This design comes from an exercise in tuning for small area and a short achievable clock period on the open sky130 flow, not from production work. The RTL was checked by simulation tests, not by an equivalence proof against the original design. Power and IR drop assume default switching activity.

// divider
module divider
(
    input              clk,
    input              reset,
    input  [31:0]      A,
    input  [31:0]      B,
    input              start,
    input  [7:0]       Physical_address_in,
    input  [31:0]      PC_in,
    input              divider_op_in,
    output             divide_zero_exception,
    output [31:0]      Result,
    output [7:0]       Physical_address_out,
    output [31:0]      PC_out,
    output             done
);
clock: 8.0 ns
lec_check: 0
abc_area: 1
cap_margin: 5
core_margin: 2
core_utilization: 40
cts_cluster_diameter: 100
cts_cluster_size: 28
gpl_timing_driven: 0
setup_slack_margin: 0.1
slew_margin: 5
standard.sh (not shown) runs the stock make flow with config.mk's settings and CLKGATE_MAP_FILE= SYNTH_SCRIPT=/design/flow/synth_recipe.tcl, a recipe that flattens the netlist after the stock synthesis.
==> flow/flow/run.sh <==
#!/bin/bash
set -euo pipefail
export BUFFER_PORTS_ARGS="-buffer_cell sky130_fd_sc_hd__buf_2"
export RECOVER_POWER=100
export SKIP_GATE_CLONING=1
bash standard.sh > standard.log 2>&1
Testbench counts at the start, summed over its fixed seeds: latency 120,000, ops 24,000.
Rerun with:
--- a/flow/flow/run.sh
+++ b/flow/flow/run.sh
@@ -4,3 +4,2 @@
 export RECOVER_POWER=100
-export SKIP_GATE_CLONING=1
 bash standard.sh > standard.log 2>&1
SETUP_SLACK_MARGIN = 0.25   (was 0.1)
Final cell count went up slightly.
Clock power is about the same.
Cell area went up slightly.
Global-route usage hardly moves.
Rerun with:
==> flow/run.sh (new file) <==
#!/bin/bash
# synth_recipe.tcl (not shown) runs the flow's synth.tcl, then flattens the netlist and writes it again
# the make line also repeats each setting of config.mk as NAME=value (left out here)
make -C /OpenROAD-flow-scripts/flow DESIGN_CONFIG=/design/flow/config.mk WORK_HOME=/design/flow/orfs CLKGATE_MAP_FILE= SYNTH_SCRIPT=/design/flow/synth_recipe.tcl finish
CAP_MARGIN = 20   (was 5)
CTS_CLUSTER_DIAMETER = 80   (was 100)
CTS_CLUSTER_SIZE = 32   (was 28)
SETUP_SLACK_MARGIN = unset   (was 0.25)
SLEW_MARGIN = 20   (was 5)
removed: flow/flow/run.sh
removed: flow/standard.sh
Outcome: Flip-flop and latch count does not change. Core utilization drops by 0.14 points. Die area stays the same. Critical path depth decreases by 28. Clock skew goes down by 0.014 ns.
Rerun with:
==> flow/flow/run.sh (new file) <==
#!/bin/bash
set -euo pipefail
export BUFFER_PORTS_ARGS="-buffer_cell sky130_fd_sc_hd__buf_2"
export RECOVER_POWER=100
bash standard.sh > standard.log 2>&1
==> flow/standard.sh (new file) <==
#!/bin/bash
# synth_recipe.tcl (not shown) runs the flow's synth.tcl, then flattens the netlist and writes it again
# the make line also repeats each setting of config.mk as NAME=value (left out here)
make -C /OpenROAD-flow-scripts/flow DESIGN_CONFIG=/design/flow/config.mk WORK_HOME=/design/flow/orfs CLKGATE_MAP_FILE= SYNTH_SCRIPT=/design/flow/synth_recipe.tcl "${@:-finish}"
CAP_MARGIN = 5   (was 20)
CORE_UTILIZATION = 45   (was 40)
CTS_CLUSTER_DIAMETER = 100   (was 80)
CTS_CLUSTER_SIZE = 28   (was 32)
SETUP_SLACK_MARGIN = 0.1   (was unset)
SLEW_MARGIN = 5   (was 20)
removed: flow/run.sh
The changed run went through all stages and came out clean. Design area decreases by 1.8%. Critical path depth grows by 25. Hold slack improved by 0.0063 ns. Sequential share of layout area rises by 0.44 points. Die area fell by 11%. Wire length hardly moves. Cell count is lower by 1.7%. Clock skew rose by 0.011 ns. Register-to-register slack gains 0.05 ns. Global-route usage rises by 3.4 points. Sequential power is about the same.
Rerun with:
==> flow/run.sh (new file) <==
#!/bin/bash
# synth_recipe.tcl (not shown) runs the flow's synth.tcl, then flattens the netlist and writes it again
# the make line also repeats each setting of config.mk as NAME=value (left out here)
make -C /OpenROAD-flow-scripts/flow DESIGN_CONFIG=/design/flow/config.mk WORK_HOME=/design/flow/orfs CLKGATE_MAP_FILE= SYNTH_SCRIPT=/design/flow/synth_recipe.tcl finish
CAP_MARGIN = 20   (was 5)
CORE_UTILIZATION = 40   (was 45)
CTS_CLUSTER_DIAMETER = 60   (was 100)
CTS_CLUSTER_SIZE = 20   (was 28)
SETUP_SLACK_MARGIN = 0.4   (was 0.1)
SLEW_MARGIN = 20   (was 5)
removed: flow/flow/run.sh
removed: flow/standard.sh
The changed run completed without violations.
Via count goes up by 2.7%.
Maximum frequency climbs by about 3%.
Hold slack degrades by 0.021 ns.
Die area came out higher by about 12%.
Total power is higher by about 13%.
Clock power increases by 42%.
First-iteration DRC count went up by 2.6%.


divider again, from the RTL that the note above started with.
make LEC_CHECK=0 ABC_AREA=1 CAP_MARGIN=20 CORE_MARGIN=2 CORE_UTILIZATION=40 CTS_CLUSTER_DIAMETER=100 CTS_CLUSTER_SIZE=28 GPL_TIMING_DRIVEN=0 SLEW_MARGIN=20 finish   # period 8.0 ns
run.sh (not shown) runs the stock make flow with config.mk's settings and CLKGATE_MAP_FILE= SYNTH_SCRIPT=/design/flow/synth_recipe.tcl, a recipe that flattens the netlist after the stock synthesis.
Stock flow here: none of the scripts above is used.
The starting point finished clean.
Testbench counts at the start, summed over its fixed seeds: latency 120,000, ops 24,000.
Then changed:
==> flow/flow/run.sh (new file) <==
#!/bin/bash
set -euo pipefail
export BUFFER_PORTS_ARGS="-buffer_cell sky130_fd_sc_hd__buf_2"
export RECOVER_POWER=100

bash standard.sh > standard.log 2>&1
==> flow/standard.sh (new file) <==
#!/bin/bash
# synth_recipe.tcl (not shown) runs the flow's synth.tcl, then flattens the netlist and writes it again
# the make line also repeats each setting of config.mk as NAME=value (left out here)
make -C /OpenROAD-flow-scripts/flow DESIGN_CONFIG=/design/flow/config.mk WORK_HOME=/design/flow/orfs CLKGATE_MAP_FILE= SYNTH_SCRIPT=/design/flow/synth_recipe.tcl "${@:-finish}"
--- a/flow/config.mk
+++ b/flow/config.mk
@@ -8,3 +8,3 @@
 export ABC_AREA = 1
-export CAP_MARGIN = 20
+export CAP_MARGIN = 5
 export CORE_MARGIN = 2
@@ -14,2 +14,4 @@
 export GPL_TIMING_DRIVEN = 0
-export SLEW_MARGIN = 20
+export PLACE_DENSITY = 0.7
+export SETUP_SLACK_MARGIN = 0.1
+export SLEW_MARGIN = 5
removed: flow/run.sh
After rerunning: Clock skew drops by 39 ps. Via count climbs slightly. Register-to-register slack degrades by 50 ps. Clock power drops by a few percent. Power drops slightly. Worst setup slack degrades by 36 ps. Count of clock-buffer cells in the layout drops by 4. Wire length climbs by a few percent.
Then changed:
--- a/flow/flow/run.sh
+++ b/flow/flow/run.sh
@@ -4,3 +4,2 @@
 export RECOVER_POWER=100
-
 bash standard.sh > standard.log 2>&1
--- a/flow/config.mk
+++ b/flow/config.mk
@@ -13,4 +13,4 @@
 export CTS_CLUSTER_SIZE = 28
+export GPL_ROUTABILITY_DRIVEN = 0
 export GPL_TIMING_DRIVEN = 0
-export PLACE_DENSITY = 0.7
 export SETUP_SLACK_MARGIN = 0.1
=> The new run finished clean; combinational power is lower slightly; sequential share of layout area is about the same; worst setup slack gets better by 65 ps; die area stays the same; power fell slightly; clock power barely changes; fmax went up slightly.
Then changed:
==> flow/flow/run.sh (replaced) <==
#!/bin/bash
set -euo pipefail
export BUFFER_PORTS_ARGS="-buffer_cell sky130_fd_sc_hd__buf_1"
export RECOVER_POWER=100

bash standard.sh > standard.log 2>&1
--- a/flow/config.mk
+++ b/flow/config.mk
@@ -13,3 +13,2 @@
 export CTS_CLUSTER_SIZE = 28
-export GPL_ROUTABILITY_DRIVEN = 0
 export GPL_TIMING_DRIVEN = 0
Wire length rose by 1.4%.
Worst setup slack is worse by 23 ps.
Clock skew rose by 4.3 ps.
Total power fell by about 0.6%.
Area after synthesis stays the same.
Final cell count rose by about 0.33%.
Register-to-register slack is worse by 20 ps.
Final area barely changes.
Clock-buffer cell count does not change.
Sequential power stays flat.
Hold slack is worse by 5.6 ps.


Another version of the RTL of divider (not shown whole).
Size in the first run: ~10000 cells after synthesis, about 860 flip-flops, about 180 I/O pins, about 0.069 sq mm of cells after synthesis.
Settings: LEC_CHECK=0, ABC_AREA=1, CAP_MARGIN=20, CORE_MARGIN=2, CORE_UTILIZATION=65, SLEW_MARGIN=20; clock period 8.0 ns.
Stock flow here: none of the scripts above is used.
The starting point reached the layout checks and failed them: setup timing.
Testbench counts at the start, summed over its fixed seeds: latency 144,000, ops 24,000.
Rerun with:
CORE_UTILIZATION = 40   (was 65)
GPL_TIMING_DRIVEN = 0   (was default)
Effect: The changed run finished clean; non-clock buffer count decreases by 102; sequential power went down by about 1%; total power is higher by 1.1%; synthesized cell count stays the same; worst setup slack improved by 0.36 ns; area after synthesis does not change; final area rises by 3.2%.


Setup of P:
RTL: one of the versions met above, not the one the previous note started from.
Size: ~790 flip-flops, ~180 I/O pins, ~0.059 mm² of cells after synthesis.
==> flow/config.mk <==
export PLATFORM = sky130hd
export DESIGN_NAME = divider
export DESIGN_NICKNAME = divider
export VERILOG_FILES = /design/flow/design.v
export SDC_FILE = /design/flow/constraint.sdc
export NUM_CORES = 8
export LEC_CHECK = 0
export ABC_AREA = 1
export CAP_MARGIN = 5
export CORE_MARGIN = 2
export CORE_UTILIZATION = 40
export CTS_CLUSTER_DIAMETER = 100
export CTS_CLUSTER_SIZE = 28
export GPL_TIMING_DRIVEN = 0
export SETUP_SLACK_MARGIN = 0.1
export SLEW_MARGIN = 5
==> flow/constraint.sdc <==
create_clock -name core_clock -period 8.0 [get_ports {clk}]
set_input_delay 1.6000 -clock core_clock [delete_from_list [all_inputs] [get_ports {clk}]]
set_output_delay 1.6000 -clock core_clock [all_outputs]
set_load 0.01 [all_outputs]
standard.sh (not shown) runs the stock make flow with config.mk's settings and CLKGATE_MAP_FILE= SYNTH_SCRIPT=/design/flow/synth_recipe.tcl, a recipe that flattens the netlist after the stock synthesis.
==> flow/flow/run.sh <==
#!/bin/bash
set -euo pipefail
export BUFFER_PORTS_ARGS="-buffer_cell sky130_fd_sc_hd__buf_2"
export RECOVER_POWER=100
bash standard.sh > standard.log 2>&1
Testbench counts of P, summed over its fixed seeds: latency 120,000, ops 24,000.
Here is what was changed in the inputs of Q compared with P.
Settings: swapping 28 for 24 in CTS_CLUSTER_SIZE; swapping 5 for 20 in CAP_MARGIN; clearing SETUP_SLACK_MARGIN, which used to be 0.1; clearing CTS_CLUSTER_DIAMETER, which used to be 100; swapping 5 for 20 in SLEW_MARGIN.
==> flow/run.sh (new file) <==
#!/bin/bash
# synth_recipe.tcl (not shown) runs the flow's synth.tcl, then flattens the netlist and writes it again
# the make line also repeats each setting of config.mk as NAME=value (left out here)
make -C /OpenROAD-flow-scripts/flow DESIGN_CONFIG=/design/flow/config.mk WORK_HOME=/design/flow/orfs CLKGATE_MAP_FILE= SYNTH_SCRIPT=/design/flow/synth_recipe.tcl finish
removed: flow/flow/run.sh
removed: flow/standard.sh
==> comparison <==
Per the final summary, Q finished and its layout is clean on timing, DRC and antenna. Comparing Q and P, filler-free cell count of the finished design is lower on P. Non-clock buffer instance count of the final layout in Q is 42 lower than in P. Taking P as the reference point, the final-layout worst hold slack of Q falls by 70 ps. The global routing met3 resource utilization reported for Q is greater than that of P by 0.43 points. [compare] base=P new=Q: power moved up, filler cell count in the final layout moved down, measured slew at the worst slew-check pin moved down, power density of the placed cells moved up, final standard cell area without fillers moved up. Between Q and P, relative contribution of the clock network to total power is higher for Q, P comes in under that. Q gives more count of clock-buffer cells in the layout than P did.
#### Input delta (R over Q)
Settings: changing CAP_MARGIN from 20 to 5; setting CTS_CLUSTER_DIAMETER to 100 for the first time; changing CTS_CLUSTER_SIZE from 24 to 28; setting SETUP_SLACK_MARGIN to 0.5 for the first time; changing SLEW_MARGIN from 20 to 5.
==> flow/flow/run.sh (new file) <==
#!/bin/bash
set -euo pipefail
export BUFFER_PORTS_ARGS="-buffer_cell sky130_fd_sc_hd__buf_2"
export RECOVER_POWER=100
bash standard.sh > standard.log 2>&1
==> flow/standard.sh (new file) <==
#!/bin/bash
# synth_recipe.tcl (not shown) runs the flow's synth.tcl, then flattens the netlist and writes it again
# the make line also repeats each setting of config.mk as NAME=value (left out here)
make -C /OpenROAD-flow-scripts/flow DESIGN_CONFIG=/design/flow/config.mk WORK_HOME=/design/flow/orfs CLKGATE_MAP_FILE= SYNTH_SCRIPT=/design/flow/synth_recipe.tcl "${@:-finish}"
removed: flow/run.sh
Results
Q vs R, worst-path cell with the longest stage delay: sky130_fd_sc_hd__nor2_1 vs sky130_fd_sc_hd__dfxtp_1
Synthesized net count: Q vs R identical
On total clock network power, Q loses to R.
R vs. Q: layout inverter count without the clock tree barely changed; setup slack moved up; number of buffers created by CTS shrank by 49%.
Going from Q to R, synthesized cell count barely changed; wire length reported by the detailed router shows an increase of about 4.7%; post-CTS setup buffer count now larger.
Input changes introduced in S (baseline for comparison: R):
Settings: CAP_MARGIN changed from 5 to 20; SETUP_SLACK_MARGIN changed from 0.5 to 0.1; SLEW_MARGIN changed from 5 to 20.
Results
The final reports for S and R show sequential share of cell area higher in the former. Against R, S reports a antenna diode count that is higher. NOTE post-cts resize count R->S decreased by more than a quarter. Cell area after layout: S vs R down 0.0036 mm². S: via count lower than R. S vs R on area added between synthesis and finish: S is the lower one. S ends up with a arrival time reported for the critical path endpoint that is 140 ps higher than in R. Looking at critical path launch point, the e3[3] result is from S; the d3[17] one comes from R. Of the two candidates, R has the worse routed wire length and S the better one. Compared with R, S improves overall power. Looking at clock network power share, S sits 0.3 points lower than R does.
The inputs of T differ from those of S as listed below.
Settings: CTS_CLUSTER_SIZE changed from 28 to 20; SETUP_SLACK_MARGIN removed (was 0.1); CTS_CLUSTER_DIAMETER changed from 100 to 60.
==> flow/run.sh (new file) <==
#!/bin/bash
# synth_recipe.tcl (not shown) runs the flow's synth.tcl, then flattens the netlist and writes it again
# the make line also repeats each setting of config.mk as NAME=value (left out here)
make -C /OpenROAD-flow-scripts/flow DESIGN_CONFIG=/design/flow/config.mk WORK_HOME=/design/flow/orfs CLKGATE_MAP_FILE= SYNTH_SCRIPT=/design/flow/synth_recipe.tcl finish
removed: flow/flow/run.sh
removed: flow/standard.sh
[summary]
S finished every step from synthesis to the final layout, and the layout passed the timing, DRC and antenna checks.
T: PASS, flow complete, no timing, DRC or antenna violations
Looking at HPWL after detailed placement across S and T, the one that comes out higher is S.
Count of different cell masters after synthesis of T is on par with S.
Re setup slack at placement: S and T aren't equal, and the higher value belongs to T.
Going from S to T, final critical-path share of the clock period closely matched the old numbers, maximum operating frequency closely matched the old numbers.
T gives more clock network fraction of design power than S did.
For T, the launch point of the worst path was d3[18], unlike S, where it was e3[3].
Cmp S and T / worst-case setup margin in the final layout / higher: S
Any difference in reg-to-reg setup timing slack between S and T is small enough to ignore.
Compared with S, in T wire length went down 1.5%, wire length of the first global-routing pass went down 1.5%.

[re-timing with driven ports]
Ports are ideal in the flow. The routed layouts listed here were re-timed in OpenROAD. Step 1, drivers: a clkbuf_16 drives clk and a buf_2 each remaining input, both assumed. Step 2, shift: input delay + t, output delay - t, t = (earliest + latest rising clock arrival at the registers) / 2. This alone moves slack from input paths to output paths. a / b / c = ideal / step 1 / step 2; a / b = the first two.
run	t, ns	slack for setup (ns)	worst register clock-pin slew, ns	worst slew at a driven data input, ns
the first run of note 1	0.749	0.298 / 0.298 / -0.042	0.11 / 0.11	0.16
the second run of note 1	0.748	0.295 / 0.295 / 0.077	0.11 / 0.11	0.16
the third run of note 1	0.766	0.231 / 0.153 / -0.114	0.11 / 0.11	0.17
the fourth run of note 1	0.754	0.328 / 0.328 / -0.196	0.11 / 0.11	0.16
the fifth run of note 1	0.762	0.556 / 0.556 / 0.100	0.08 / 0.08	0.17
the first run of note 2	0.777	0.269 / 0.190 / -0.120	0.11 / 0.11	0.17
the second run of note 2	0.748	0.234 / 0.234 / -0.100	0.11 / 0.11	0.09
the third run of note 2	0.744	0.299 / 0.299 / -0.079	0.12 / 0.12	0.16
the fourth run of note 2	0.744	0.275 / 0.275 / -0.143	0.12 / 0.12	0.15
the first run of note 3	0.780	-0.129 / -0.129 / -0.129	0.07 / 0.07	0.14
the second run of note 3	0.817	0.230 / 0.230 / -0.363	0.08 / 0.08	0.17
P	0.749	0.298 / 0.298 / -0.042	0.11 / 0.11	0.16
Q	0.777	0.264 / 0.182 / -0.103	0.07 / 0.07	0.16
R	0.750	0.376 / 0.376 / -0.013	0.11 / 0.11	0.16
S	0.740	0.288 / 0.288 / -0.110	0.11 / 0.11	0.16
T	0.762	0.284 / 0.271 / -0.101	0.08 / 0.08	0.17
Met with ideal ports but missed after step 2: setup timing in 13 of these runs. For the second run of note 3, which loses most, drivers alone change the setup slack by 0.000 ns; drivers and shift together by -0.593 ns.
